Context: an optimization exercise on an open-source flow, tuned for small area and a short achievable clock period. The choices shown serve that exercise and are no tape-out recipe. RTL that was checked went through simulation tests only; none was proved equivalent to the original. For run 8, only the layout was checked, not whether the RTL still works. No activity file was given, so power comes from the tool's default toggle rates.

File: design/flow/config.mk
export PLATFORM = sky130hd
export DESIGN_NAME = fifo_sync
export DESIGN_NICKNAME = fifo_sync
export VERILOG_FILES = /design/flow/design.v
export SDC_FILE = /design/flow/constraint.sdc
export NUM_CORES = 4
export LEC_CHECK = 0
export CAP_MARGIN = 20
export CORE_MARGIN = 2
export CORE_UTILIZATION = 60
export CTS_CLUSTER_DIAMETER = 60
export CTS_CLUSTER_SIZE = 30
export SETUP_SLACK_MARGIN = 3.0
export SLEW_MARGIN = 20
File: design/flow/constraint.sdc
create_clock -name core_clock -period 5.0 [get_ports {clk}]
set_input_delay 1.0000 -clock core_clock [delete_from_list [all_inputs] [get_ports {clk}]]
set_output_delay 1.0000 -clock core_clock [all_outputs]
set_load 0.01 [all_outputs]
File: design/flow/design.v
module fifo_sync #(
    parameter DATA_WIDTH = 8,
    parameter DEPTH = 32,
    localparam ADDR_WIDTH = $clog2(DEPTH)
)(
    input  wire                  clk,
    input  wire                  reset,
    input  wire                  write_en,
    input  wire                  read_en,
    input  wire [DATA_WIDTH-1:0] data_in,
    output wire [DATA_WIDTH-1:0] data_out,
    output wire                  empty,
    output wire                  full
);
    localparam W = DATA_WIDTH;
    localparam N = DEPTH - 1;
    reg  [W*N-1:0]        sh;
    reg  [ADDR_WIDTH-1:0] rd_sel;
    reg  [W-1:0]          data_out_reg;
    reg                   not_empty;
    reg                   full_reg;
    assign data_out = data_out_reg;
    assign empty    = ~not_empty;
    assign full     = full_reg;
    wire wr = write_en & ~full_reg;
    wire rd = read_en  & not_empty;
    wire [W*DEPTH-1:0] rd_arr;
    genvar j;
    generate
        for (j = 0; j < DEPTH; j = j + 1) begin : g_rd
            if (j == 0) begin : g_none
                assign rd_arr[W-1:0] = {W{1'b0}};
            end else begin : g_word
                assign rd_arr[W*j +: W] = sh[W*(DEPTH-1-j) +: W];
            end
        end
    endgenerate
    wire [W-1:0] rd_word = rd_arr[rd_sel*W +: W];
    wire n_is_1  = (rd_sel == DEPTH-1);
    wire n_is_30 = (rd_sel == 2);
    always @(posedge clk) begin
        if (wr)
            sh <= {sh[W*(N-1)-1:0], data_in};
    end
    always @(posedge clk or posedge reset) begin
        if (reset) begin
            rd_sel       <= {ADDR_WIDTH{1'b0}};
            data_out_reg <= {W{1'b0}};
            not_empty    <= 1'b0;
            full_reg     <= 1'b0;
        end else begin
            if (rd)
                data_out_reg <= rd_word;
            if (wr & ~rd) begin
                rd_sel    <= rd_sel - 1'b1;
                not_empty <= 1'b1;
                full_reg  <= n_is_30;
            end else if (rd & ~wr) begin
                rd_sel    <= rd_sel + 1'b1;
                not_empty <= ~n_is_1;
                full_reg  <= 1'b0;
            end
        end
    end
endmodule
File: design/flow/flow/run.sh
#!/bin/bash
# Standard layout, with the clock tree built without dummy loads.
bash standard.sh CTS_ARGS="-sink_clustering_enable -repair_clock_nets -dont_use_dummy_load -sink_clustering_size 30 -sink_clustering_max_diameter 60" finish > standard.log 2>&1
File: design/flow/standard.sh
#!/bin/bash
# synth_recipe.tcl (not shown) runs the flow's synth.tcl, then flattens the netlist and writes it again
# the make line also repeats each setting of config.mk as NAME=value (left out here)
make -C /OpenROAD-flow-scripts/flow DESIGN_CONFIG=/design/flow/config.mk WORK_HOME=/design/flow/orfs CLKGATE_MAP_FILE= SYNTH_SCRIPT=/design/flow/synth_recipe.tcl "${@:-finish}"
==> flow_summary.yaml, run 1 <==
global_route:
  grt_overflow: 0
  grt_pass1_wl_mm: 30.9
  grt_start_max_net_pins: 92
  grt_antenna_before_repair: 0
  track_usage_pct: 22.1
  first_global_vias: 5299
logic_synthesis:
  synth_edf_count: 248
  ys.flop_type: "edfxtp_1"
  yosysMostFrequentCell: "edfxtp_1"
  synth_top_family_by_area: "multiplexers"
  synth_cell_type_count: 45
  synthesis.nets: 564
  synthMuxAreaShare_pct: 13.3
  syn_area_um2: 10400
  synthArstFlopShare_pct: 5.70
  yosys.area.top_type: "edfxtp_1"
  yosys-top-cells-count: "edfxtp_1, mux2i_1, a22oi_1"
  yosysTopAreaCellShare_pct: 71.4
  synthSimpleGateAreaFrac_pct: 2.16
  synth-xor-area-share_pct: 0.587
  yosysWarnings: 1
  avgSynthCellArea_um2: 19.0
  synth_compound_area_share_pct: 5.92
  synthAdderAreaFrac_pct: 0.360
  synth_seq_cells: 263
  postSynthCellCount: 549
  synth_area_leaders: "edfxtp_1, mux2i_1, dfrtp_1"
  yosysSeqAreaShare_pct: 75.0
clock_network:
  clock_latency_ps: 500
  htree_levels: 1
  cts-root-buf: "clkbuf_16"
  cts_hold_buffers: 0
  cts_made_buffers: 17
  path_clk_slew_ps: 90
  clock_sinks: 263
  cts_tree: "done"
  clock_path_buffers: 3
worst_setup_path:
  end_kind: "flip-flop"
  path_class: "flip-flop to flip-flop"
  startpoint_type: "flip-flop"
  r2r_slack_ps: 2920
  arrival_ps: 2510
  path_max_fanout: 4
  cp_data_required_time_ps: 5430
die:
  die_y_um: 136
  ioPinCount: 22
  std_cell_rows: 48
  fp.dieW_um: 136
  core_area_um2: 17200
  initial_utilization_pct: 60.8
  die-area_um2: 18500
placed_design:
  dpl_cell_area_um2: 10800
  gp_congestion: 0.730
  dp.final_hpwl_mm: 9.76
  portBuffers: 21
sta:
  finClkSkew_ps: 34.6
  worstMarginPinSlew_ps: 1060
  period_share_pct: 41.5
  period_needed_ps: 2080
  finalMaxSlewViolations: 0
  setup_violations: 0
  slew_headroom_pct: 29.5
  finalHoldViolCount: 0
  clock.fmax_mhz: 481
  rsz0062_at_grt: "true"
drt:
  drt-total-wl_mm: 19.9
  routed-via-count: 5208
  drt_iter0_markers: 568
  wl_per_cell_um: 24.1
  drc: 0
  vias_per_cell: 6.30
  firstDrtPassIters: 5
  ant_nets: 0
cells_and_area:
  diodes: 0
  n_fill_cell: 1152
  syn_to_final_growth_pct: 13.1
  drive_gt1_share_pct: 21.3
  largest_reg_flops: 248
  multi_input_area_um2: 2430
  fin_area_um2: 11800
  nets: 619
  ff_latch_area_um2: 7830
run_status:
  status: "finished clean"
job:
  maxCapViolCount: 0
power:
  p_per_area_nw_per_um2: 533
  power_mw: 6.29
  peakVddDrop_mv: 0.546
  p_leak_nw: 4.26
worst_hold_path:
  min_path_type: "flip-flop to flip-flop"
[metal layers]
layer / GRT usage, % / part of all wire (%) / vias to the layer above
met5: 0 / 0 / -
met2: 34.1 / 46 / 146
met3: 3.91 / 5.9 / 28
met1: 33.8 / 46 / 2710
met4: 4.80 / 1.6 / 0
li1: - / - / 2324
[timing repair]
item,in CTS,in global routing
pin swaps,5,24
cloned,5,2
setup buffers,23,8
gates resized for setup,78,22
setup endpoints to repair,273,21
[area by class of cell]
cell class	instances	area share, %
inverters	5	0.159
clock buffers	17	3.61
multi-input cells	247	20.6
flip-flops and latches	263	66.3
repair buffers	70	6.87
well taps	225	2.39
[where the power goes]
group          internal (mW)  switching [mW]
Combinational           1.06            1.13
Sequential              2.67           0.171
Clock                  0.606           0.647
[cell families after synthesis]
| family | Yosys count |
|---|---|
| flip-flops | 263 |
| multiplexers | 107 |
| AO/OA/AOI/OAI | 86 |
| AND/OR/NAND/NOR | 44 |
| buffers and inverters | 39 |
| XOR/XNOR | 7 |
| adder cells (fa/ha/maj) | 3 |
[worst max-delay path: stages (launching register included)]
cell and delay, ps:
dfrtp_4 510, buf_12 150, buf_4 140, mux4_1 320, nor2b_1 50, or4_1 520, a41oi_2 220, a21o_1 110
[layout by cell type, fill, tap and decap left out, drive strengths merged, types with 3 or more instances in the layout]
master / n
edfxtp: 248
mux2i: 77
buf: 55
a22oi: 28
mux4: 21
clkbuf: 20
nand2: 15
a21oi: 15
dfrtp: 15
a221oi: 13
nand3: 9
clkdlybuf4s50: 9
mux2: 9
o21ai: 9
nor2b: 7
xor2: 5
inv: 5
a22o: 4
bufbuf: 3
nor2: 3
ha: 3
[final timing paths]
kind	start	end	depth (start not counted)
worst min-delay path	sh[37]	sh[45]	0
worst min register to register	sh[37]	sh[45]	0
max in group asynchronous	reset	rd_sel[1]	2
worst max-delay path	rd_sel[0]	data_out_reg[6]	7
worst max register to register	rd_sel[0]	data_out_reg[6]	7
min in group asynchronous	reset	data_out_reg[6]	2
[metrics by stage]
| step | setup slack (ps) | hold slack, ps | TNS, ps | utilization (%) | cells |
|---|---|---|---|---|---|
| after floorplan | -1400 | 417 | -49820 | - | 549 |
| after global placement | 1440 | 424 | 0 | 62.8 | 772 |
| after detailed placement | 1300 | 430 | 0 | 62.8 | 772 |
| after CTS | 2890 | 437 | 0 | 67.7 | 817 |
| after global routing | 2850 | 440 | 0 | 68.7 | 827 |
| final | 2920 | 433 | 0 | 68.7 | 827 |
==> run 2: changes to the inputs <==
--- a/design/flow/design.v
+++ b/design/flow/design.v
@@ -40,2 +40,6 @@
     wire n_is_30 = (rd_sel == 2);
+    wire [ADDR_WIDTH-1:0] sel_inc = rd_sel + 1'b1;
+    wire [ADDR_WIDTH-1:0] sel_dec = rd_sel - 1'b1;
+    wire grow   = wr & ~rd;
+    wire shrink = rd & ~wr;
     always @(posedge clk) begin
@@ -53,11 +57,5 @@
                 data_out_reg <= rd_word;
-            if (wr & ~rd) begin
-                rd_sel    <= rd_sel - 1'b1;
-                not_empty <= 1'b1;
-                full_reg  <= n_is_30;
-            end else if (rd & ~wr) begin
-                rd_sel    <= rd_sel + 1'b1;
-                not_empty <= ~n_is_1;
-                full_reg  <= 1'b0;
-            end
+            rd_sel    <= grow ? sel_dec : shrink ? sel_inc : rd_sel;
+            not_empty <= grow | (not_empty & ~(shrink & n_is_1));
+            full_reg  <= (grow & n_is_30) | (full_reg & ~shrink);
         end
==> run 2 against run 1 <==
- critical path type is now flip-flop to primary output
- final area is 0.70% lower
- clock skew is 11 ps higher
- critical endpoint is now empty
- total power is 3.4% higher
- non-clock buffer count is 10 lower
- hold slack worse by 14 ps
- clock power is 4% lower
- final cell count is 2.5% lower
- clock-buffer cell count is 1 lower
- largest power group unchanged
==> flow_summary.yaml, run 2 <==
logic_synthesis:
  yosys-top-cells-count: "edfxtp_1, mux2i_1, mux2_2, mux4_2, a22oi_1"
  yosys.area.top_type: "edfxtp_1"
  ys.flop_type: "edfxtp_1"
  synth_area_leaders: "edfxtp_1, mux4_2, mux2i_1"
  yosysWarnings: 1
  synth_edf_count: 248
  synth_cell_type_count: 40
  yosysMostFrequentCell: "edfxtp_1"
  yosysTopAreaCellShare_pct: 70.8
  avgSynthCellArea_um2: 19.6
  postSynthCellCount: 536
  synthesis.nets: 552
  syn_area_um2: 10500
  yosysSeqAreaShare_pct: 74.3
  synthArstFlopShare_pct: 5.70
  synth_seq_cells: 263
worst_setup_path:
  path_class: "flip-flop to primary output"
  path_max_fanout: 2
  r2r-end: "data_out_reg[2]"
  cp_data_required_time_ps: 4000
  rr_startpoint: "rd_sel[0]"
  startpoint_type: "flip-flop"
  slowest_delay_ps: 450
  r2r_slack_ps: 3010
  end_kind: "primary output"
  path_cells: "inv_2 -> buf_6"
  r2r_cells: 7
  arrival_ps: 1090
  cp_slowest_cell: "dfrtp_2"
drt:
  wl_per_cell_um: 23.6
  drt_iter0_markers: 461
  routed-via-count: 5144
  drc: 0
  firstDrtPassIters: 5
  ant_nets: 0
  vias_per_cell: 6.38
  drt-total-wl_mm: 19.0
global_route:
  first_global_vias: 5062
  grt_start_max_net_pins: 125
  grt_overflow: 0
  grt_antenna_before_repair: 0
  track_usage_pct: 20.9
  grt_pass1_wl_mm: 29.2
clock_network:
  clock_latency_ps: 490
  cts_hold_buffers: 0
  cts_made_buffers: 16
  cts_tree: "done"
  clock_sinks: 263
  path_clk_slew_ps: 100
  clock_path_buffers: 3
  cts-root-buf: "clkbuf_16"
  htree_levels: 1
power:
  p_comb_share_pct: 33.1
  power_mw: 6.50
  switching_share_pct: 30.2
  power.switching_mw: 1.97
  peakVddDrop_mv: 0.372
  pwr-share-clk_pct: 18.4
  internal_power_mw: 4.54
  p_leak_nw: 4.09
  p_per_area_nw_per_um2: 555
  p_seq_share_pct: 48.6
cells_and_area:
  diodes: 0
  fin_util_pct: 68.0
  nets: 599
  layoutNonFillerInstCount: 806
  final_cell_mix: "edfxtp_1, mux2i_1, buf_4"
  layout_commonest_cell: "edfxtp_1"
  largest_reg_flops: 248
  drive_gt1_share_pct: 23.1
  fin_area_um2: 11700
  syn_to_final_growth_pct: 11.4
placed_design:
  portBuffers: 21
  place_ws_ps: 1650
  dpl_cell_area_um2: 10900
  gp_congestion: 0.748
  dp.final_hpwl_mm: 10.2
  dpl.cell_count: 759
die:
  initial_utilization_pct: 61.0
  core_area_um2: 17200
  ioPinCount: 22
  fp.dieW_um: 136
  die_y_um: 136
  die-area_um2: 18600
  std_cell_rows: 48
sta:
  finalHoldViolCount: 0
  setup_violations: 0
  clock.fmax_mhz: 478
  period_share_pct: 41.8
  finalMaxSlewViolations: 0
  rsz0062_at_grt: "true"
  fin_tns_setup_ps: 0
  finClkSkew_ps: 45.3
  period_needed_ps: 2090
  slew_headroom_pct: 52.7
  fin_ws_ps: 2910
  worstMarginPinSlew_ps: 709
  whs_ps: 419
worst_hold_path:
  min_path_cells: 0
  worst_hold_startpoint: "sh[209]"
  whs_endpoint: "sh[217]"
  min_path_type: "flip-flop to flip-flop"
run_status:
  status: "finished clean"
job:
  maxCapViolCount: 0
-- run 2: worst max path at each step --
stage	slack, ps	startpoint	endpoint
2_1_floorplan	-1230	write_en	rd_sel[2]
3_3_place_gp	1760	read_en	rd_sel[2]
3_5_place_dp	1650	read_en	rd_sel[2]
4_1_cts	2870	not_empty	empty
5_1_grt	2880	data_out_reg[1]	data_out[1]
6_report	2910	not_empty	empty
-- run 2: cells by family after synthesis --
kind of cell | synth area share [%]
xor+xnor | 0.583
compound gates | 4.94
buf+inv | 2.31
fa+ha+maj | 0.476
simple gates | 2.94
flops | 74.3
mux | 14.4
-- run 2: layout make-up --
| class | instances | area, µm² |
|---|---|---|
| flip-flops and latches | 263 | 7830 |
| fillers | 1099 | 5520 |
| multi-input cells | 236 | 2550 |
| repair buffers | 60 | 627 |
| clock buffers | 16 | 400 |
| well taps | 225 | 282 |
| inverters | 6 | 26.3 |
-- run 2: what timing repair did --
| action | in CTS | in global routing |
|---|---|---|
| resized for setup | 68 | 19 |
| gates cloned | 1 | 1 |
| buffers inserted | 19 | 10 |
| pin swaps | 6 | 9 |
| endpoints found under the setup margin | 273 | 18 |
-- run 2: layer usage --
| metal | GRT usage (%) | up-vias | routed length, µm |
|---|---|---|---|
| met5 | 0 | - | 0 |
| met4 | 4.40 | 0 | 419 |
| met3 | 3.17 | 34 | 911 |
| met2 | 33.2 | 161 | 9010 |
| met1 | 31.5 | 2675 | 8660 |
| li1 | - | 2274 | - |
-- run 2: power groups by stage --
stage	Sequential (mW)	Clock [mW]	Combinational, mW
finish	3.16	1.20	2.15
global route	3.20	1.30	2.29
CTS	3.15	1.23	1.98
detailed placement	3.33	0	1.68
global placement	3.31	0	1.66
floorplan	3.09	0	1.49
-- run 2: critical path: cells and delay by family, from the launching register on --
family / cells / cell delay [ps]
buf+inv: 2 / 150
flops: 1 / 450
==> run 3: changes to the inputs <==
==> design/flow/flow/run.sh (replaced) <==
#!/bin/bash
# Standard layout, with the clock tree built without dummy loads.
bash standard.sh CTS_ARGS="-sink_clustering_enable -repair_clock_nets -dont_use_dummy_load -sink_clustering_size 30 -sink_clustering_max_diameter 100" finish > standard.log 2>&1
--- a/design/flow/config.mk
+++ b/design/flow/config.mk
@@ -12,3 +12,3 @@
 export CTS_CLUSTER_SIZE = 30
-export SETUP_SLACK_MARGIN = 3.0
+export SETUP_SLACK_MARGIN = 2.85
 export SLEW_MARGIN = 20
==> run 3 against run 2 <==
- synthesized cell count did not move
- area after synthesis unchanged
- sequential power fell by 2%
- total power shrank 5.9%
- critical path depth increased by 8
- final area down 2.4%
- sequential share of layout area is 1.6 points higher
- fmax decreased by 2.9%
- clock power is 12% lower
- final cell count shrank 2.1%
- die area unchanged
- global-route usage fell by 0.97 points
==> flow_summary.yaml, run 3 <==
sta:
  finalHoldViolCount: 0
  finalMaxSlewViolations: 0
  slew_headroom_pct: 47.7
  fin_tns_setup_ps: 0
  worstMarginPinSlew_ps: 781
  finClkSkew_ps: 50.1
  period_share_pct: 43.1
  clock.fmax_mhz: 464
  rsz0062_at_grt: "true"
  setup_violations: 0
  period_needed_ps: 2150
global_route:
  track_usage_pct: 20.0
  top_usage_layer: "met1"
  grt_pass1_wl_mm: 28.2
  first_global_vias: 4949
  grt_antenna_before_repair: 0
  use_met3_pct: 3.73
  grt_use_met2_pct: 29.4
  grt_start_max_net_pins: 99
  grt_overflow: 0
  met1_usage_pct: 31.5
logic_synthesis:
  synthesis.nets: 552
  syn_area_um2: 10500
  yosys.area.top_type: "edfxtp_1"
  yosysSeqAreaShare_pct: 74.3
  yosysTopAreaCellShare_pct: 70.8
  synthArstFlopShare_pct: 5.70
  ys.flop_type: "edfxtp_1"
  postSynthCellCount: 536
  yosysMostFrequentCell: "edfxtp_1"
  synth_cell_type_count: 40
  synth_seq_cells: 263
  synth_area_leaders: "edfxtp_1, mux4_2, mux2i_1"
  synth_edf_count: 248
  yosysWarnings: 1
  yosys-top-cells-count: "edfxtp_1, mux2i_1, mux2_2, mux4_2, a22oi_1"
  avgSynthCellArea_um2: 19.6
die:
  core_area_um2: 17200
  std_cell_rows: 48
  fp.dieW_um: 136
  die-area_um2: 18600
  die_y_um: 136
  ioPinCount: 22
  initial_utilization_pct: 61.0
clock_network:
  cts_tree: "done"
  htree_levels: 1
  path_clk_slew_ps: 110
  cts-root-buf: "clkbuf_16"
  cts_made_buffers: 12
  cts_hold_buffers: 0
  clock_sinks: 263
  clock_path_buffers: 3
  clock_latency_ps: 490
drt:
  ant_nets: 0
  drc: 0
  drt_iter0_markers: 477
  routed-via-count: 5131
  vias_per_cell: 6.50
  firstDrtPassIters: 5
  wl_per_cell_um: 23.5
  drt-total-wl_mm: 18.5
power:
  p_comb_share_pct: 31.9
  p_leak_nw: 3.96
  pwr-share-clk_pct: 17.2
  p_seq_share_pct: 50.9
  internal_power_mw: 4.24
  peakVddDrop_mv: 0.289
  power.switching_mw: 1.87
  switching_share_pct: 30.6
  p_per_area_nw_per_um2: 535
cells_and_area:
  layout_commonest_cell: "edfxtp_1"
  drive_gt1_share_pct: 19.9
  n_fill_cell: 1109
  nets: 582
  largest_reg_flops: 248
  syn_to_final_growth_pct: 8.74
  fin_util_pct: 66.4
  final_cell_mix: "edfxtp_1, mux2i_1, mux2_2"
  diodes: 0
job:
  maxCapViolCount: 0
worst_setup_path:
  critPathBufInv: 3
  end_kind: "flip-flop"
  cp_slowest_cell: "ha_2"
  arrival_ps: 2530
  r2r_slack_ps: 2920
  worst_path_most_repeated_cell: "xor2_1"
  crit_family: "adder cells"
  path_max_fanout: 3
  crit_cells: 10
  slowest_delay_ps: 220
  r2r_cells: 5
  path_class: "primary input to flip-flop"
  startpoint_type: "primary input"
  cp_data_required_time_ps: 5380
  path_cells: "clkdlybuf4s15_2 -> nand2b_4 -> clkinvlp_4 -> ha_4 -> xor2_1 -> ha_2 -> inv_1 -> a32oi_1 -> a21oi_1 -> xor2_1"
worst_hold_path:
  min_path_type: "flip-flop to flip-flop"
  min_path_cells: 0
placed_design:
  gp_congestion: 0.820
  dp.final_hpwl_mm: 10.3
  portBuffers: 21
run_status:
  status: "finished clean"
-- run 3: changes by cell type in the layout (fill, tap and decap cells not counted), moves of 2 or more --
cell             previous run  this run
buf_2                       9         7
buf_4                      23        17
buf_6                       9         2
clkbuf_16                  17        13
clkbuf_2                    0         2
clkdlybuf4s15_2             0         2
mux2_2                     20        22
mux2_4                      2         0
nor2_4                      2         0
-- run 3: timing repair --
action / 4_1_cts / 5_1_grt
pin swaps: 5 / 3
buffers inserted: 13 / 4
gates resized for setup: 56 / 8
setup endpoints to repair: 223 / 12
cloned: 2 / 1
-- run 3: area by class of cell --
| type | count | area [µm²] | share of cell area, % |
|---|---|---|---|
| clock buffer | 12 | 300 | 2.62 |
| timing repair buffer | 47 | 495 | 4.33 |
| tap | 225 | 282 | 2.46 |
| sequential | 263 | 7830 | 68.4 |
| inverter | 6 | 26.3 | 0.230 |
| multi-input combinational | 236 | 2510 | 21.9 |
-- run 3: power groups by stage --
stage               sequential, mW  clock, mW  combinational, mW
floorplan                     3.09          0               1.48
global placement              3.24          0               1.73
detailed placement            3.27          0               1.74
CTS                           3.11       1.08               1.95
global route                  3.16       1.14               2.11
finish                        3.11       1.05               1.95
-- run 3: through the flow --
| stage | area [µm²] | hold WS (ps) | total power, mW | std cells | setup slack (ps) |
|---|---|---|---|---|---|
| 6_report | 11400 | 432 | 6.12 | 789 | 2850 |
| 5_1_grt | 11400 | 445 | 6.41 | 789 | 2790 |
| 4_1_cts | 11400 | 439 | 6.15 | 784 | 2850 |
| 3_5_place_dp | 10900 | 430 | 5.01 | 757 | 1410 |
| 3_3_place_gp | 10900 | 425 | 4.97 | 757 | 1530 |
| 2_1_floorplan | 10500 | 417 | 4.57 | 536 | -1230 |
-- run 3: kinds of logic after synthesis --
group | Yosys count | share of synthesized area, %
AO/OA/AOI/OAI | 68 | 4.94
XOR/XNOR | 7 | 0.583
adder cells (fa/ha/maj) | 4 | 0.476
buffers and inverters | 37 | 2.31
flip-flops | 263 | 74.3
multiplexers | 99 | 14.4
AND/OR/NAND/NOR | 58 | 2.94
-- run 3: path summary, 6_finish.rpt --
check | start | end
worst max-delay path | write_en | rd_sel[4]
worst min-delay path | sh[199] | sh[207]
worst max register to register | rd_sel[1] | data_out_reg[3]
worst min register to register | sh[199] | sh[207]
max in group asynchronous | reset | rd_sel[0]
min in group asynchronous | reset | data_out_reg[0]
-- run 3: metal layers --
metal,wire (µm),vias up
met5,0,-
met2,8500,161
met1,8550,2711
li1,-,2238
met3,1180,21
met4,298,0
==> run 4: changes to the inputs <==
--- a/design/flow/config.mk
+++ b/design/flow/config.mk
@@ -12,3 +12,3 @@
 export CTS_CLUSTER_SIZE = 30
-export SETUP_SLACK_MARGIN = 2.85
+export SETUP_SLACK_MARGIN = 2.7
 export SLEW_MARGIN = 20
==> run 4 against run 3 <==
- still clean
- sequential share of layout area rose by 0.22 points
- non-clock buffer count is 5 lower
- global-route usage fell by 0.13 points
- fmax fell by 4.2%
- setup slack got worse by 94 ps
- final cell count is 0.63% lower
- routed wire length decreased by 1.2%
- area after synthesis unchanged
- critical endpoint unchanged
==> flow_summary.yaml, run 4 <==
sta:
  finalMaxSlewViolations: 0
  setup_violations: 0
  period_needed_ps: 2250
  slew_headroom_pct: 49.1
  clock.fmax_mhz: 445
  whs_ps: 429
  worstMarginPinSlew_ps: 761
  finalHoldViolCount: 0
  finClkSkew_ps: 47.5
  rsz0062_at_grt: "true"
  period_share_pct: 45.0
global_route:
  first_global_vias: 4934
  grt_antenna_before_repair: 0
  grt_start_max_net_pins: 99
  grt_pass1_wl_mm: 28.1
  grt_overflow: 0
  track_usage_pct: 19.8
logic_synthesis:
  yosys-top-cells-count: "edfxtp_1, mux2i_1, mux2_2, mux4_2, a22oi_1"
  syn_area_um2: 10500
  yosys.area.top_type: "edfxtp_1"
  avgSynthCellArea_um2: 19.6
  synthArstFlopShare_pct: 5.70
  synthesis.nets: 552
  ys.flop_type: "edfxtp_1"
  postSynthCellCount: 536
  yosysTopAreaCellShare_pct: 70.8
  synth_seq_cells: 263
  synth_edf_count: 248
  yosysWarnings: 1
  synth_area_leaders: "edfxtp_1, mux4_2, mux2i_1"
  yosysSeqAreaShare_pct: 74.3
  synth_cell_type_count: 40
  yosysMostFrequentCell: "edfxtp_1"
placed_design:
  dpl_cell_area_um2: 10900
  gp_congestion: 0.820
  portBuffers: 21
  dp.final_hpwl_mm: 10.3
worst_setup_path:
  crit_family: "adder cells"
  cp_data_required_time_ps: 5420
  startpoint_type: "primary input"
  cp_slowest_cell: "dlygate4sd2_1"
  r2r_slack_ps: 2940
  rr_startpoint: "rd_sel[1]"
  path_cells: "dlygate4sd2_1 -> nand2b_4 -> clkinvlp_4 -> ha_4 -> xor2_1 -> ha_2 -> and3b_1 -> o21ai_1 -> a21oi_1 -> xor2_1"
  r2r-end: "data_out_reg[1]"
  r2r_cells: 5
  path_class: "primary input to flip-flop"
  arrival_ps: 2670
  slowest_delay_ps: 270
  end_kind: "flip-flop"
  critPathBufInv: 2
  worst_path_most_repeated_cell: "xor2_1"
  path_max_fanout: 10
drt:
  firstDrtPassIters: 7
  wl_per_cell_um: 23.4
  vias_per_cell: 6.49
  ant_nets: 0
  highest_layer: "met4"
  drt_iter0_markers: 485
  wl_met1_mm: 8.61
  drt-total-wl_mm: 18.3
  drc: 0
  wl_met3_um: 991
  met2_length_mm: 8.47
  routed-via-count: 5087
clock_network:
  clock_latency_ps: 490
  cts-root-buf: "clkbuf_16"
  cts_made_buffers: 12
  clock_sinks: 263
  path_clk_slew_ps: 110
  clock_path_buffers: 3
  cts_tree: "done"
  htree_levels: 1
  cts_hold_buffers: 0
die:
  initial_utilization_pct: 61.0
  ioPinCount: 22
  die-area_um2: 18600
  die_y_um: 136
  fp.dieW_um: 136
  std_cell_rows: 48
  core_area_um2: 17200
cells_and_area:
  layout_commonest_cell: "edfxtp_1"
  nets: 577
  final_cell_mix: "edfxtp_1, mux2i_1, mux2_2"
  diodes: 0
  n_fill_cell: 1105
  syn_to_final_growth_pct: 8.40
  largest_reg_flops: 248
  fin_area_um2: 11400
  drive_gt1_share_pct: 16.8
power:
  switching_share_pct: 30.5
  p_comb_share_pct: 31.7
  p_seq_share_pct: 51.1
  peakVddDrop_mv: 0.292
  p_leak_nw: 3.94
  power.switching_mw: 1.86
  pwr-share-clk_pct: 17.2
  internal_power_mw: 4.23
  p_per_area_nw_per_um2: 534
worst_hold_path:
  min_path_cells: 0
  worst_hold_startpoint: "sh[199]"
  whs_endpoint: "sh[207]"
  min_path_type: "flip-flop to flip-flop"
job:
  maxCapViolCount: 0
run_status:
  status: "finished clean"
-- run 4: per-layer routing --
layer / track usage (%) / vias to the layer above
li1: - / 2228
met3: 3.77 / 17
met2: 29.0 / 127
met1: 31.4 / 2715
met5: 0 / -
met4: 4.75 / 0
-- run 4: area by class of cell --
cell class / count / area [µm²] / share of cell area (%)
Tap cell: 225 / 282 / 2.47
Timing Repair Buffer: 42 / 464 / 4.07
Multi-Input combinational cell: 236 / 2500 / 22.0
Sequential cell: 263 / 7830 / 68.6
Clock buffer: 12 / 300 / 2.63
Inverter: 6 / 26.3 / 0.230
-- run 4: repair_timing --
action	CTS	global route
resized for setup	24	6
gates cloned	2	0
setup buffers	9	4
pin swaps	0	2
endpoints found under the setup margin	218	10
-- run 4: worst max path at each step --
stage                  start        end  cells past startpoint  slack, ps
finish              write_en  rd_sel[4]                     10       2750
global route        write_en  rd_sel[4]                     10       2700
CTS                  read_en  rd_sel[2]                      9       2700
detailed placement  write_en      sh[5]                      5       1410
global placement    write_en      sh[5]                      5       1530
floorplan           write_en  rd_sel[2]                     10      -1230
-- run 4: logic make-up after synthesis --
family | synth area share (%)
flip-flops | 74.3
multiplexers | 14.4
AO/OA/AOI/OAI | 4.94
AND/OR/NAND/NOR | 2.94
buffers and inverters | 2.31
XOR/XNOR | 0.583
adder cells (fa/ha/maj) | 0.476
-- run 4: worst register-to-register path, delay by kind of cell, from the launching register on --
| kind | cells | cell delay [ps] |
|---|---|---|
| buf+inv | 1 | 420 |
| flops | 1 | 380 |
| simple gates | 2 | 560 |
| compound gates | 2 | 550 |
-- run 4: power groups by stage --
stage / logic [mW] / clock network, mW / registers (mW)
final: 1.93 / 1.05 / 3.12
after global routing: 2.08 / 1.15 / 3.16
after CTS: 1.90 / 1.08 / 3.15
after detailed placement: 1.74 / 0 / 3.27
after global placement: 1.73 / 0 / 3.24
after floorplan: 1.48 / 0 / 3.09
-- run 4: stage by stage --
stage	setup slack, ps	total power, mW	setup TNS, ps	instances	utilization [%]
after floorplan	-1230	4.57	-50520	536	-
after global placement	1530	4.97	0	757	63.1
after detailed placement	1410	5.01	0	757	63.1
after CTS	2700	6.12	0	780	65.9
after global routing	2700	6.39	0	784	66.2
final	2750	6.09	0	784	66.2
==> run 5: changes to the inputs <==
--- a/design/flow/config.mk
+++ b/design/flow/config.mk
@@ -10,5 +10,5 @@
 export CORE_UTILIZATION = 60
-export CTS_CLUSTER_DIAMETER = 60
+export CTS_CLUSTER_DIAMETER = 100
 export CTS_CLUSTER_SIZE = 30
-export SETUP_SLACK_MARGIN = 2.7
+export SETUP_SLACK_MARGIN = 3.0
 export SLEW_MARGIN = 20
==> run 5 against run 4 <==
- sequential power hardly changed
- highest routed layer unchanged
- critical path depth is 8 lower
- fmax up 7.7%
- largest cell class unchanged
- clock-buffer cell count stayed put
- clock skew is 3.3 ps lower
- core utilization increased by 1.2 points
- final area grew 1.9%
- total power is 4.2% higher
==> flow_summary.yaml, run 5 <==
drt:
  wl_per_cell_um: 23.6
  drt_iter0_markers: 468
  routed-via-count: 5052
  ant_nets: 0
  drc: 0
  firstDrtPassIters: 5
  vias_per_cell: 6.32
  drt-total-wl_mm: 18.9
die:
  core_area_um2: 17200
  fp.dieW_um: 136
  std_cell_rows: 48
  die-area_um2: 18600
  initial_utilization_pct: 61.0
  ioPinCount: 22
  die_y_um: 136
clock_network:
  cts-root-buf: "clkbuf_16"
  cts_hold_buffers: 0
  clock_sinks: 263
  htree_levels: 1
  path_clk_slew_ps: 110
  cts_made_buffers: 12
  cts_tree: "done"
  clock_path_buffers: 3
  clock_latency_ps: 490
placed_design:
  portBuffers: 21
  dp.final_hpwl_mm: 10.2
  place_ws_ps: 1650
  dpl_cell_area_um2: 10900
  gp_congestion: 0.748
logic_synthesis:
  yosysTopAreaCellShare_pct: 70.8
  syn_area_um2: 10500
  yosys.area.top_type: "edfxtp_1"
  yosysMostFrequentCell: "edfxtp_1"
  synth_cell_type_count: 40
  yosys-top-cells-count: "edfxtp_1, mux2i_1, mux2_2, mux4_2, a22oi_1"
  avgSynthCellArea_um2: 19.6
  yosysSeqAreaShare_pct: 74.3
  synth_seq_cells: 263
  synth_edf_count: 248
  ys.flop_type: "edfxtp_1"
  yosysWarnings: 1
  synthesis.nets: 552
  postSynthCellCount: 536
  synth_area_leaders: "edfxtp_1, mux4_2, mux2i_1"
  synthArstFlopShare_pct: 5.70
power:
  pwr-share-clk_pct: 16.5
  p_leak_nw: 4.04
  internal_power_mw: 4.41
  switching_share_pct: 30.6
  p_seq_share_pct: 49.3
  p_comb_share_pct: 34.3
  power.switching_mw: 1.94
  peakVddDrop_mv: 0.352
  power_mw: 6.35
  p_per_area_nw_per_um2: 546
worst_setup_path:
  crit_start: "not_empty"
  r2r_cells: 6
  r2r-end: "data_out_reg[3]"
  arrival_ps: 1090
  end_kind: "primary output"
  path_class: "flip-flop to primary output"
  path_cells: "inv_2 -> buf_6"
  r2r_slack_ps: 3050
  cp_slowest_cell: "dfrtp_2"
  startpoint_type: "flip-flop"
  rr_startpoint: "rd_sel[0]"
  path_max_fanout: 2
  slowest_delay_ps: 450
  cp_data_required_time_ps: 4000
sta:
  worstMarginPinSlew_ps: 664
  period_needed_ps: 2090
  fin_ws_ps: 2910
  fin_tns_setup_ps: 0
  clock.fmax_mhz: 479
  finalHoldViolCount: 0
  setup_violations: 0
  finClkSkew_ps: 44.2
  slew_headroom_pct: 55.7
  period_share_pct: 41.8
  rsz0062_at_grt: "true"
  finalMaxSlewViolations: 0
cells_and_area:
  fin_util_pct: 67.4
  diodes: 0
  fin_area_um2: 11600
  largest_reg_flops: 248
  syn_to_final_growth_pct: 10.4
  nets: 593
  drive_gt1_share_pct: 22.1
  final_cell_mix: "edfxtp_1, mux2i_1, mux2_2"
  layout_commonest_cell: "edfxtp_1"
global_route:
  grt_overflow: 0
  grt_pass1_wl_mm: 29.0
  grt_start_max_net_pins: 125
  track_usage_pct: 20.9
  first_global_vias: 4999
  grt_antenna_before_repair: 0
worst_hold_path:
  whs_endpoint: "sh[110]"
  min_path_type: "flip-flop to flip-flop"
  min_path_cells: 0
  worst_hold_startpoint: "sh[102]"
job:
  maxCapViolCount: 0
run_status:
  status: "finished clean"
run 5: repair_timing:
action                     4_1_cts  5_1_grt
gates cloned                     1        1
resized for setup               70       17
setup endpoints to repair      273       20
buffers inserted                21        6
pin swaps                        7        7
run 5: worst max-delay path by stage:
stage,end,cells past startpoint,slack [ps]
floorplan,rd_sel[2],10,-1230
global placement,rd_sel[2],9,1760
detailed placement,rd_sel[2],9,1650
CTS,empty,2,2880
global route,empty,2,2890
finish,empty,2,2910
run 5: kinds of logic (layout without fill, tap and decap cells):
logic type / after synthesis / in the layout / share of synthesized area [%]
and+or+nand+nor: 58 / 58 / 2.94
AOI/OAI and AO/OA: 68 / 68 / 4.94
buffers and inverters: 37 / 76 / 2.31
adders and majority gates: 4 / 4 / 0.476
DFF: 263 / 263 / 74.3
muxes: 99 / 99 / 14.4
xor gates and xnor gates: 7 / 7 / 0.583
run 5: per-layer routing:
layer / vias up / wire, µm / track usage, %
met5: - / 0 / 0
met3: 24 / 719 / 2.68
met4: 0 / 335 / 4.34
met1: 2655 / 8630 / 31.1
li1: 2260 / - / -
met2: 113 / 9190 / 33.8
run 5: final cells by class:
cell class | count | area (µm²)
Timing Repair Buffer | 58 | 626
Sequential cell | 263 | 7830
Tap cell | 225 | 282
Inverter | 6 | 26.3
Clock buffer | 12 | 300
Multi-Input combinational cell | 236 | 2550
Fill cell | 1103 | 5620
run 5: through the flow:
| step | instances | hold slack (ps) |
|---|---|---|
| CTS | 793 | 413 |
| detailed placement | 759 | 428 |
| global route | 800 | 438 |
| floorplan | 536 | 417 |
| global placement | 759 | 425 |
| finish | 800 | 413 |
run 5: power by group through the flow:
stage,Clock [mW],Combinational [mW],Sequential [mW]
after detailed placement,0,1.68,3.33
after floorplan,0,1.49,3.09
after global placement,0,1.66,3.31
after CTS,1.07,2.05,3.14
after global routing,1.14,2.32,3.17
final,1.05,2.18,3.13
run 5: worst max-delay path: cells and delay by family, from the launching register on:
kind	cells	cell delay, ps
DFF	1	450
buffers and inverters	2	150
==> run 6: changes to the inputs <==
==> design/flow/flow/run.sh (replaced) <==
#!/bin/bash
# Standard layout, with the clock tree built without dummy loads.
bash standard.sh CTS_ARGS="-sink_clustering_enable -repair_clock_nets -dont_use_dummy_load -sink_clustering_size 30 -sink_clustering_max_diameter 100" MATCH_CELL_FOOTPRINT=0 finish > standard.log 2>&1
==> run 6 against run 5 <==
- final cell count fell by 0.38%
- clock-buffer cell count did not move
- die area did not move
- setup slack improved by 10 ps
- hold slack improved by 20 ps
- global-route usage fell by 0.46 points
- total power fell by 0.56%
- first-iteration DRC count fell by 7.1%
- non-clock buffer count fell by 3
- clock skew fell by 19 ps
- sequential cell count did not move
- combinational power fell by 2%
- largest cell class unchanged
- highest routed layer unchanged
==> flow_summary.yaml, run 6 <==
global_route:
  track_usage_pct: 20.4
  first_global_vias: 5030
  grt_overflow: 0
  grt_pass1_wl_mm: 28.6
  grt_start_max_net_pins: 125
  grt_antenna_before_repair: 0
drt:
  vias_per_cell: 6.29
  wl_per_cell_um: 23.3
  highest_layer: "met4"
  routed-via-count: 5017
  drt-total-wl_mm: 18.6
  wl_met3_um: 825
  firstDrtPassIters: 4
  ant_nets: 0
  drc: 0
  drt_iter0_markers: 435
  met2_length_mm: 9.01
  wl_met1_mm: 8.46
power:
  peakVddDrop_mv: 0.298
  p_leak_nw: 4.02
  p_per_area_nw_per_um2: 544
sta:
  finalMaxSlewViolations: 0
  fin_tns_setup_ps: 0
  finalHoldViolCount: 0
  rsz0062_at_grt: "true"
  clock.fmax_mhz: 481
  worstMarginPinSlew_ps: 661
  setup_violations: 0
  finClkSkew_ps: 24.9
  period_share_pct: 41.6
  slew_headroom_pct: 55.9
  period_needed_ps: 2080
clock_network:
  path_clk_slew_ps: 120
  cts_made_buffers: 12
  cts_tree: "done"
  htree_levels: 1
  clock_latency_ps: 490
  clock_sinks: 263
  cts-root-buf: "clkbuf_16"
  clock_path_buffers: 3
worst_setup_path:
  r2r_slack_ps: 2990
  path_max_fanout: 2
  cp_slowest_cell: "dfrtp_2"
  path_class: "flip-flop to primary output"
  arrival_ps: 1080
  end_kind: "primary output"
  rr_startpoint: "rd_sel[0]"
  r2r-end: "data_out_reg[0]"
  cp_data_required_time_ps: 4000
  slowest_delay_ps: 450
  startpoint_type: "flip-flop"
  r2r_cells: 5
  path_cells: "inv_2 -> buf_6"
cells_and_area:
  largest_reg_flops: 248
  final_cell_mix: "edfxtp_1, mux2i_1, mux2_2"
  nets: 590
  fin_area_um2: 11600
  drive_gt1_share_pct: 22.7
  fin_util_pct: 67.3
  syn_to_final_growth_pct: 10.2
  layout_commonest_cell: "edfxtp_1"
  diodes: 0
logic_synthesis:
  yosysMostFrequentCell: "edfxtp_1"
  ys.flop_type: "edfxtp_1"
  syn_area_um2: 10500
  synth_edf_count: 248
  yosys-top-cells-count: "edfxtp_1, mux2i_1, mux2_2, mux4_2, a22oi_1"
  postSynthCellCount: 536
  yosys.area.top_type: "edfxtp_1"
  yosysSeqAreaShare_pct: 74.3
  synthesis.nets: 552
  synth_cell_type_count: 40
  synthArstFlopShare_pct: 5.70
  yosysTopAreaCellShare_pct: 70.8
  yosysWarnings: 1
  synth_area_leaders: "edfxtp_1, mux4_2, mux2i_1"
  avgSynthCellArea_um2: 19.6
  synth_seq_cells: 263
die:
  ioPinCount: 22
  initial_utilization_pct: 61.0
  core_area_um2: 17200
  die-area_um2: 18600
  fp.dieW_um: 136
  std_cell_rows: 48
  die_y_um: 136
worst_hold_path:
  min_path_cells: 0
  whs_endpoint: "sh[78]"
  worst_hold_startpoint: "sh[70]"
  min_path_type: "flip-flop to flip-flop"
placed_design:
  dp.final_hpwl_mm: 10.0
  gp_congestion: 0.747
  portBuffers: 21
  dpl_cell_area_um2: 10900
job:
  maxCapViolCount: 0
run_status:
  status: "finished clean"
## run 6: cells by family (layout without fill, tap and decap cells)
family	count (synthesis)	count (layout)	share of synthesized area, %
AO/OA/AOI/OAI	68	68	4.94
XOR/XNOR	7	7	0.583
adder cells (fa/ha/maj)	4	4	0.476
buffers and inverters	37	73	2.31
flip-flops	263	263	74.3
multiplexers	99	99	14.4
AND/OR/NAND/NOR	58	58	2.94
## run 6: cell type report
cell class                 count  area (µm²)
tap                          225         282
sequential                   263        7830
fill                        1109        5640
timing repair buffer          55         578
inverter                       6        26.3
multi-input combinational    236        2580
clock buffer                  12         300
## run 6: stage by stage
step / power, mW / instances / worst slack, ps / hold slack [ps]
final: 6.31 / 797 / 2920 / 434
after global routing: 6.62 / 797 / 2900 / 455
after CTS: 6.24 / 791 / 2900 / 442
after detailed placement: 5.01 / 759 / 1670 / 429
after global placement: 4.96 / 759 / 1760 / 424
after floorplan: 4.58 / 536 / -1220 / 417
## run 6: worst max path at each step
stage	start	endpoint	slack, ps	cells past startpoint
after floorplan	write_en	rd_sel[2]	-1220	10
after global placement	read_en	rd_sel[2]	1760	9
after detailed placement	read_en	rd_sel[4]	1670	9
after CTS	not_empty	empty	2900	2
after global routing	not_empty	empty	2900	2
final	not_empty	empty	2920	2
## run 6: report_power, final
part           total [mW]  switching, mW  internal [mW]
Combinational        2.13           1.08           1.05
Sequential           3.13          0.247           2.89
Clock                1.05          0.609          0.436
## run 6: timing repair
item,4_1_cts,5_1_grt
buffers inserted,19,5
resized for setup,44,20
hold buffers,0,0
endpoints found under the setup margin,273,18
endpoints found under the hold margin,0,0
pin swaps,7,10
cloned,1,1
## run 6: metal layers
metal | vias up | global-route usage (%)
met5 | - | 0
met4 | 0 | 4.80
met3 | 21 | 2.91
met2 | 132 | 31.6
met1 | 2615 | 31.3
li1 | 2249 | -
## run 6: critical path: cells and delay by family (launching register included)
family	cells	cell delay, ps
buffers and inverters	2	160
DFF	1	450
==> run 7: changes to the inputs <==
--- a/design/flow/config.mk
+++ b/design/flow/config.mk
@@ -9,3 +9,3 @@
 export CORE_MARGIN = 2
-export CORE_UTILIZATION = 60
+export CORE_UTILIZATION = 75
 export CTS_CLUSTER_DIAMETER = 100
==> run 7 against run 6 <==
- register-to-register slack got worse by 70 ps
- clock power barely moved
- fmax fell by 4.5%
- die area fell by 19%
- routed wire length rose by 5.2%
- non-clock buffer count fell by 5
- first-iteration DRC count rose by 42%
- hold slack improved by 4.1 ps
- core utilization rose by 16 points
- highest routed layer unchanged
==> flow_summary.yaml, run 7 <==
global_route:
  grt_pass1_wl_mm: 28.6
  track_usage_pct: 25.7
  first_global_vias: 5096
  grt_overflow: 0
  grt_antenna_before_repair: 0
  grt_start_max_net_pins: 249
logic_synthesis:
  avgSynthCellArea_um2: 19.6
  synthesis.nets: 552
  synthArstFlopShare_pct: 5.70
  yosysSeqAreaShare_pct: 74.3
  yosys-top-cells-count: "edfxtp_1, mux2i_1, mux2_2, mux4_2, a22oi_1"
  synthMuxAreaShare_pct: 14.4
  synthAdderAreaFrac_pct: 0.476
  synth_seq_cells: 263
  yosys.area.top_type: "edfxtp_1"
  synth_compound_area_share_pct: 4.94
  synth_top_family_by_area: "multiplexers"
  synth-xor-area-share_pct: 0.583
  synth_cell_type_count: 40
  yosysWarnings: 1
  syn_area_um2: 10500
  yosysMostFrequentCell: "edfxtp_1"
  yosysTopAreaCellShare_pct: 70.8
  synth_edf_count: 248
  synth_area_leaders: "edfxtp_1, mux4_2, mux2i_1"
  postSynthCellCount: 536
  synthSimpleGateAreaFrac_pct: 2.94
  ys.flop_type: "edfxtp_1"
worst_setup_path:
  path_max_fanout: 3
  startpoint_type: "primary input"
  cp_slowest_cell: "ha_2"
  end_kind: "flip-flop"
  path_class: "primary input to flip-flop"
  path_cells: "buf_6 -> nand2b_4 -> clkinvlp_4 -> ha_4 -> xor2_2 -> ha_2 -> and3b_2 -> o21ai_2 -> a21oi_2 -> xor2_1"
  crit_family: "adder cells"
  slowest_delay_ps: 260
  critPathBufInv: 2
  cp_data_required_time_ps: 5400
  arrival_ps: 2580
sta:
  worstMarginPinSlew_ps: 667
  period_share_pct: 43.5
  period_needed_ps: 2180
  finalMaxSlewViolations: 0
  whs_ps: 438
  clock.fmax_mhz: 459
  rsz0062_at_grt: "true"
  finalHoldViolCount: 0
  slew_headroom_pct: 55.5
  finClkSkew_ps: 47.5
  setup_violations: 0
die:
  core_area_um2: 13800
  die-area_um2: 15000
  std_cell_rows: 43
  ioPinCount: 22
  initial_utilization_pct: 76.4
  die_y_um: 122
  fp.dieW_um: 122
power:
  power.switching_mw: 1.96
  p_seq_share_pct: 50.0
  peakVddDrop_mv: 0.359
  switching_share_pct: 31.1
  pwr-share-clk_pct: 16.4
  p_per_area_nw_per_um2: 547
  power_mw: 6.31
  p_leak_nw: 4.01
  p_comb_share_pct: 33.7
  internal_power_mw: 4.35
cells_and_area:
  diodes: 0
  layoutNonFillerInstCount: 747
  final_cell_mix: "edfxtp_1, mux2i_1, mux2_2"
  syn_to_final_growth_pct: 9.58
  drive_gt1_share_pct: 21.2
  layout_commonest_cell: "edfxtp_1"
  n_fill_cell: 619
  largest_reg_flops: 248
  nets: 585
clock_network:
  cts-root-buf: "clkbuf_16"
  htree_levels: 1
  clock_sinks: 263
  clock_path_buffers: 3
  cts_made_buffers: 12
  path_clk_slew_ps: 110
  clock_latency_ps: 480
  cts_tree: "done"
drt:
  drc: 0
  routed-via-count: 5283
  vias_per_cell: 7.07
  ant_nets: 0
  drt-total-wl_mm: 19.6
  firstDrtPassIters: 7
  wl_per_cell_um: 26.2
  drt_iter0_markers: 616
placed_design:
  portBuffers: 21
  dp.final_hpwl_mm: 10.3
  gp_congestion: 0.860
  dpl.cell_count: 711
worst_hold_path:
  min_path_type: "flip-flop to flip-flop"
run_status:
  status: "finished clean"
job:
  maxCapViolCount: 0
-- run 7: cell counts after synthesis --
No cell type changed its count.
-- run 7: worst paths after layout --
check	start	end	slack [ps]	cells past startpoint
setup / recovery	write_en	rd_sel[4]	2820	10
hold / removal	sh[73]	sh[81]	440	0
setup reg to reg	not_empty	rd_sel[4]	2920	9
hold reg to reg	sh[73]	sh[81]	440	0
max in group asynchronous	reset	rd_sel[0]	3580	2
min in group asynchronous	reset	data_out_reg[5]	920	2
-- run 7: power by group through the flow --
stage          registers, mW  logic (mW)  clock network [mW]
2_1_floorplan           3.09        1.49                   0
3_3_place_gp            3.24        1.65                   0
3_5_place_dp            3.28        1.70                   0
4_1_cts                 3.14        1.96                1.05
5_1_grt                 3.19        2.26                1.10
6_report                3.15        2.12                1.03
-- run 7: layout make-up --
cell class	instances	area, µm²	area share (%)
Clock buffer	12	300	2.60
Inverter	6	26.3	0.228
Multi-Input combinational cell	236	2570	22.3
Sequential cell	263	7830	67.9
Tap cell	180	225	1.95
Timing Repair Buffer	50	577	5.00
-- run 7: per-stage QoR --
step	utilization [%]	setup TNS [ps]	instance area, µm²	worst slack [ps]
global route	83.7	0	11500	2820
finish	83.7	0	11500	2820
detailed placement	78.6	0	10800	1630
CTS	82.1	0	11300	2860
global placement	78.6	0	10800	1800
floorplan	-	-50440	10600	-1220
-- run 7: cell families (layout without fill, tap and decap cells) --
kind of cell             after synthesis  count (layout)
XOR/XNOR                               7               7
AO/OA/AOI/OAI                         68              68
buffers and inverters                 37              68
AND/OR/NAND/NOR                       58              58
flip-flops                           263             263
multiplexers                          99              99
adder cells (fa/ha/maj)                4               4
-- run 7: what timing repair did --
item | in CTS | in global routing
gates cloned | 1 | 3
buffers inserted | 15 | 4
endpoints found under the hold margin | 0 | 0
resized for setup | 41 | 20
endpoints found under the setup margin | 273 | 143
pin swaps | 4 | 4
hold buffers | 0 | 0
-- run 7: layer usage --
metal  vias to the layer above  track usage, %  wire length [µm]
li1                       2245               -                 -
met1                      2774            38.0              8020
met2                       230            42.3              9960
met3                        34            3.53              1200
met4                         0            6.11               371
met5                         -               0                 0
==> run 8: changes to the inputs <==
--- a/design/flow/design.v
+++ b/design/flow/design.v
@@ -17,2 +17,4 @@
     reg  [W*N-1:0]        sh;
+    reg  [W-1:0]          din_q;
+    reg                   wr_q;
     reg  [ADDR_WIDTH-1:0] rd_sel;
@@ -30,4 +32,4 @@
         for (j = 0; j < DEPTH; j = j + 1) begin : g_rd
-            if (j == 0) begin : g_none
-                assign rd_arr[W-1:0] = {W{1'b0}};
+            if (j == 0) begin : g_pend
+                assign rd_arr[W-1:0] = din_q;
             end else begin : g_word
@@ -38,11 +40,12 @@
     wire [W-1:0] rd_word = rd_arr[rd_sel*W +: W];
-    wire n_is_1  = (rd_sel == DEPTH-1);
-    wire n_is_30 = (rd_sel == 2);
     wire [ADDR_WIDTH-1:0] sel_inc = rd_sel + 1'b1;
     wire [ADDR_WIDTH-1:0] sel_dec = rd_sel - 1'b1;
-    wire grow   = wr & ~rd;
-    wire shrink = rd & ~wr;
+    wire [ADDR_WIDTH-1:0] sel_nrd = wr_q ? sel_dec : rd_sel;
+    wire [ADDR_WIDTH-1:0] sel_rd  = wr_q ? rd_sel  : sel_inc;
+    wire n_is_1  = wr_q ? (rd_sel == 0) : (rd_sel == DEPTH-1);
+    wire n_is_30 = wr_q ? (rd_sel == 3) : (rd_sel == 2);
     always @(posedge clk) begin
-        if (wr)
-            sh <= {sh[W*(N-1)-1:0], data_in};
+        din_q <= data_in;
+        if (wr_q)
+            sh <= {sh[W*(N-1)-1:0], din_q};
     end
@@ -50,2 +53,3 @@
         if (reset) begin
+            wr_q         <= 1'b0;
             rd_sel       <= {ADDR_WIDTH{1'b0}};
@@ -55,7 +59,13 @@
         end else begin
+            wr_q   <= wr;
+            rd_sel <= rd ? sel_rd : sel_nrd;
             if (rd)
                 data_out_reg <= rd_word;
-            rd_sel    <= grow ? sel_dec : shrink ? sel_inc : rd_sel;
-            not_empty <= grow | (not_empty & ~(shrink & n_is_1));
-            full_reg  <= (grow & n_is_30) | (full_reg & ~shrink);
+            if (wr & ~rd) begin
+                not_empty <= 1'b1;
+                full_reg  <= n_is_30;
+            end else if (rd & ~wr) begin
+                not_empty <= ~n_is_1;
+                full_reg  <= 1'b0;
+            end
         end
==> design/flow/run.sh (new file) <==
#!/bin/bash
# synth_recipe.tcl (not shown) runs the flow's synth.tcl, then flattens the netlist and writes it again
# the make line also repeats each setting of config.mk as NAME=value (left out here)
make -C /OpenROAD-flow-scripts/flow DESIGN_CONFIG=/design/flow/config.mk WORK_HOME=/design/flow/orfs CLKGATE_MAP_FILE= SYNTH_SCRIPT=/design/flow/synth_recipe.tcl finish
--- a/design/flow/config.mk
+++ b/design/flow/config.mk
@@ -9,4 +9,4 @@
 export CORE_MARGIN = 2
-export CORE_UTILIZATION = 75
-export CTS_CLUSTER_DIAMETER = 100
+export CORE_UTILIZATION = 60
+export CTS_CLUSTER_DIAMETER = 60
 export CTS_CLUSTER_SIZE = 30
removed: design/flow/flow/run.sh
removed: design/flow/standard.sh
==> run 8 against run 7 <==
- still clean
- sequential share of layout area decreased by 2.7 points
- total power increased by 10%
- clock skew is 33 ps lower
- combinational power is 17% higher
- sequential power down 5%
- final area up 6.7%
- core utilization decreased by 12 points
- critical endpoint is now data_out_reg[5]
==> flow_summary.yaml, run 8 <==
run_status:
  status: "finished clean"
worst_hold_path:
  min_path_type: "flip-flop to flip-flop"
  whs_endpoint: "sh[59]"
  min_path_cells: 0
  worst_hold_startpoint: "sh[51]"
die:
  die_y_um: 136
  fp.dieW_um: 136
  core_area_um2: 17200
  die-area_um2: 18500
  std_cell_rows: 48
  ioPinCount: 22
  initial_utilization_pct: 60.8
clock_network:
  clock_path_buffers: 3
  cts_hold_buffers: 0
  path_clk_slew_ps: 100
  cts-root-buf: "clkbuf_16"
  cts_tree: "done"
  htree_levels: 1
  clock_sinks: 272
  cts_made_buffers: 17
  clock_latency_ps: 500
cells_and_area:
  fin_area_um2: 12300
  diodes: 0
  largest_reg_flops: 248
  drive_gt1_share_pct: 32.2
  final_cell_mix: "edfxtp_1, mux2i_1, mux4_2"
  ff_latch_area_um2: 8020
  fin_util_pct: 71.6
  n_fill_cell: 1070
  layout_commonest_cell: "edfxtp_1"
  multi_input_area_um2: 2570
  nets: 597
  syn_to_final_growth_pct: 17.8
logic_synthesis:
  syn_area_um2: 10400
  avgSynthCellArea_um2: 20.5
  ys.flop_type: "edfxtp_1"
  synth-xor-area-share_pct: 0.503
  yosysWarnings: 1
  yosysSeqAreaShare_pct: 76.7
  synth_edf_count: 248
  synth_area_leaders: "edfxtp_1, mux4_2, mux2i_1"
  synth_cell_type_count: 37
  yosysTopAreaCellShare_pct: 71.3
  synth_top_family_by_area: "multiplexers"
  synthMuxAreaShare_pct: 15.2
  yosys-top-cells-count: "edfxtp_1, mux2i_1, mux4_2, o22ai_1, mux2_2"
  synthArstFlopShare_pct: 5.88
  synthSimpleGateAreaFrac_pct: 1.74
  synthesis.nets: 527
  yosysMostFrequentCell: "edfxtp_1"
  synth_seq_cells: 272
  postSynthCellCount: 510
  synth_compound_area_share_pct: 3.74
  synthAdderAreaFrac_pct: 0.671
  yosys.area.top_type: "edfxtp_1"
power:
  peakVddDrop_mv: 0.387
  p_leak_nw: 4.34
  p_per_area_nw_per_um2: 565
sta:
  setup_violations: 0
  clock.fmax_mhz: 471
  slew_headroom_pct: 40.9
  finClkSkew_ps: 14.7
  period_needed_ps: 2120
  rsz0062_at_grt: "true"
  worstMarginPinSlew_ps: 886
  finalHoldViolCount: 0
  finalMaxSlewViolations: 0
  period_share_pct: 42.4
  fin_tns_setup_ps: 0
drt:
  drt-total-wl_mm: 20.4
  vias_per_cell: 6.38
  firstDrtPassIters: 5
  ant_nets: 0
  routed-via-count: 5197
  wl_per_cell_um: 25.1
  drc: 0
  drt_iter0_markers: 600
worst_setup_path:
  r2r_slack_ps: 2880
  cp_data_required_time_ps: 5370
  arrival_ps: 2490
  rr_startpoint: "rd_sel[0]"
  startpoint_type: "flip-flop"
  r2r-end: "data_out_reg[5]"
  end_kind: "flip-flop"
  r2r_cells: 7
  path_class: "flip-flop to flip-flop"
  crit_start: "rd_sel[0]"
  path_max_fanout: 5
placed_design:
  gp_congestion: 0.757
  portBuffers: 21
  dp.final_hpwl_mm: 10.4
  dpl_cell_area_um2: 10900
job:
  maxCapViolCount: 0
global_route:
  grt_overflow: 0
  first_global_vias: 5234
  grt_antenna_before_repair: 0
  track_usage_pct: 22.9
  grt_pass1_wl_mm: 31.1
  grt_start_max_net_pins: 113
==> run 8: worst max-delay path, cell delays in order, from the launching register on <==
cell and delay (ps):
dfrtp_4 500, buf_4 150, buf_6 120, buf_16 140, mux4_2 420, mux2_4 300
a2111oi_4 290, a211oi_2 80
==> run 8: metrics by stage <==
| step | hold WS (ps) | instances | power (mW) | setup slack (ps) |
|---|---|---|---|---|
| 2_1_floorplan | 404 | 510 | 4.21 | 2030 |
| 3_3_place_gp | 420 | 738 | 4.63 | 1580 |
| 3_5_place_dp | 428 | 738 | 4.67 | 1470 |
| 4_1_cts | 448 | 807 | 6.87 | 2840 |
| 5_1_grt | 463 | 815 | 7.23 | 2820 |
| 6_report | 444 | 815 | 6.95 | 2880 |
==> run 8: cells by family (layout without fill, tap and decap cells) <==
| family | Yosys count | after routing |
|---|---|---|
| compound gates | 56 | 56 |
| xor+xnor | 6 | 6 |
| fa+ha+maj | 5 | 5 |
| buf+inv | 28 | 108 |
| flops | 272 | 272 |
| mux | 106 | 106 |
| simple gates | 37 | 37 |
==> run 8: where the power goes <==
| part | switching, mW | total (mW) | internal [mW] |
|---|---|---|---|
| Clock | 0.813 | 1.49 | 0.676 |
| Combinational | 1.14 | 2.47 | 1.33 |
| Sequential | 0.202 | 2.99 | 2.79 |
==> run 8: routing by layer <==
metal	GRT usage, %	routed length, µm
met5	0	0
met3	3.47	930
met2	36.1	9950
met4	5.32	334
met1	34.7	9210
==> run 8: worst max-delay path by stage <==
stage / end / slack (ps)
3_3_place_gp: rd_sel[4] / 1580
6_report: data_out_reg[5] / 2880
4_1_cts: rd_sel[4] / 2840
3_5_place_dp: rd_sel[4] / 1470
2_1_floorplan: rd_sel[1] / 2030
5_1_grt: data_out_reg[0] / 2820
==> run 8: cell type report <==
type / instances / share of cell area (%)
Sequential cell: 272 / 65.2
Multi-Input combinational cell: 210 / 20.9
Timing Repair Buffer: 76 / 7.00
Clock buffer: 17 / 3.46
Tap cell: 225 / 2.29
Clock inverter: 12 / 1.05
Inverter: 3 / 0.122
==> run 8: repair_timing <==
action                                  4_1_cts  5_1_grt
pin swaps                                    16       16
resized for setup                           119       20
buffers inserted                             35        8
endpoints found under the setup margin      191       76
cloned                                        5        0

what the ideal ports hide:
How much do the figures lean on ideal ports? The routed layouts below were timed once more, with nothing changed but the port constraints.
Step 1 assumes that a clkbuf_16 drives the clock port and a buf_2 every other input.
Step 2 adds t to the input delays and takes it off the output delays; t is the mean of the earliest and latest rising clock arrival at the registers after step 1. Input paths then give back, and output paths get back, about the clock's delay inside the block.
a / b / c = ideal ports / drivers / drivers and shift; a / b = the first two.
| run | t (ns) | setup slack, ns | worst setup path at the end | pins driven straight from the clock port |
|---|---|---|---|---|
| run 1 | 0.522 | 2.923 / 2.917 / 2.423 | input to register | 1 |
| run 2 | 0.512 | 2.909 / 2.863 / 2.512 | input to register | 1 |
| run 3 | 0.513 | 2.846 / 2.839 / 2.348 | input to register | 1 |
| run 4 | 0.509 | 2.752 / 2.738 / 2.269 | input to register | 1 |
| run 5 | 0.518 | 2.912 / 2.863 / 2.537 | input to register | 1 |
| run 6 | 0.515 | 2.922 / 2.877 / 2.490 | input to register | 1 |
| run 7 | 0.506 | 2.824 / 2.832 / 2.326 | input to register | 1 |
| run 8 | 0.542 | 2.878 / 2.832 / 2.480 | input to register | 1 |
After both steps every run listed still meets setup and hold. For run 1, which loses most, drivers alone change the setup slack by -0.006 ns; drivers and shift together by -0.500 ns.
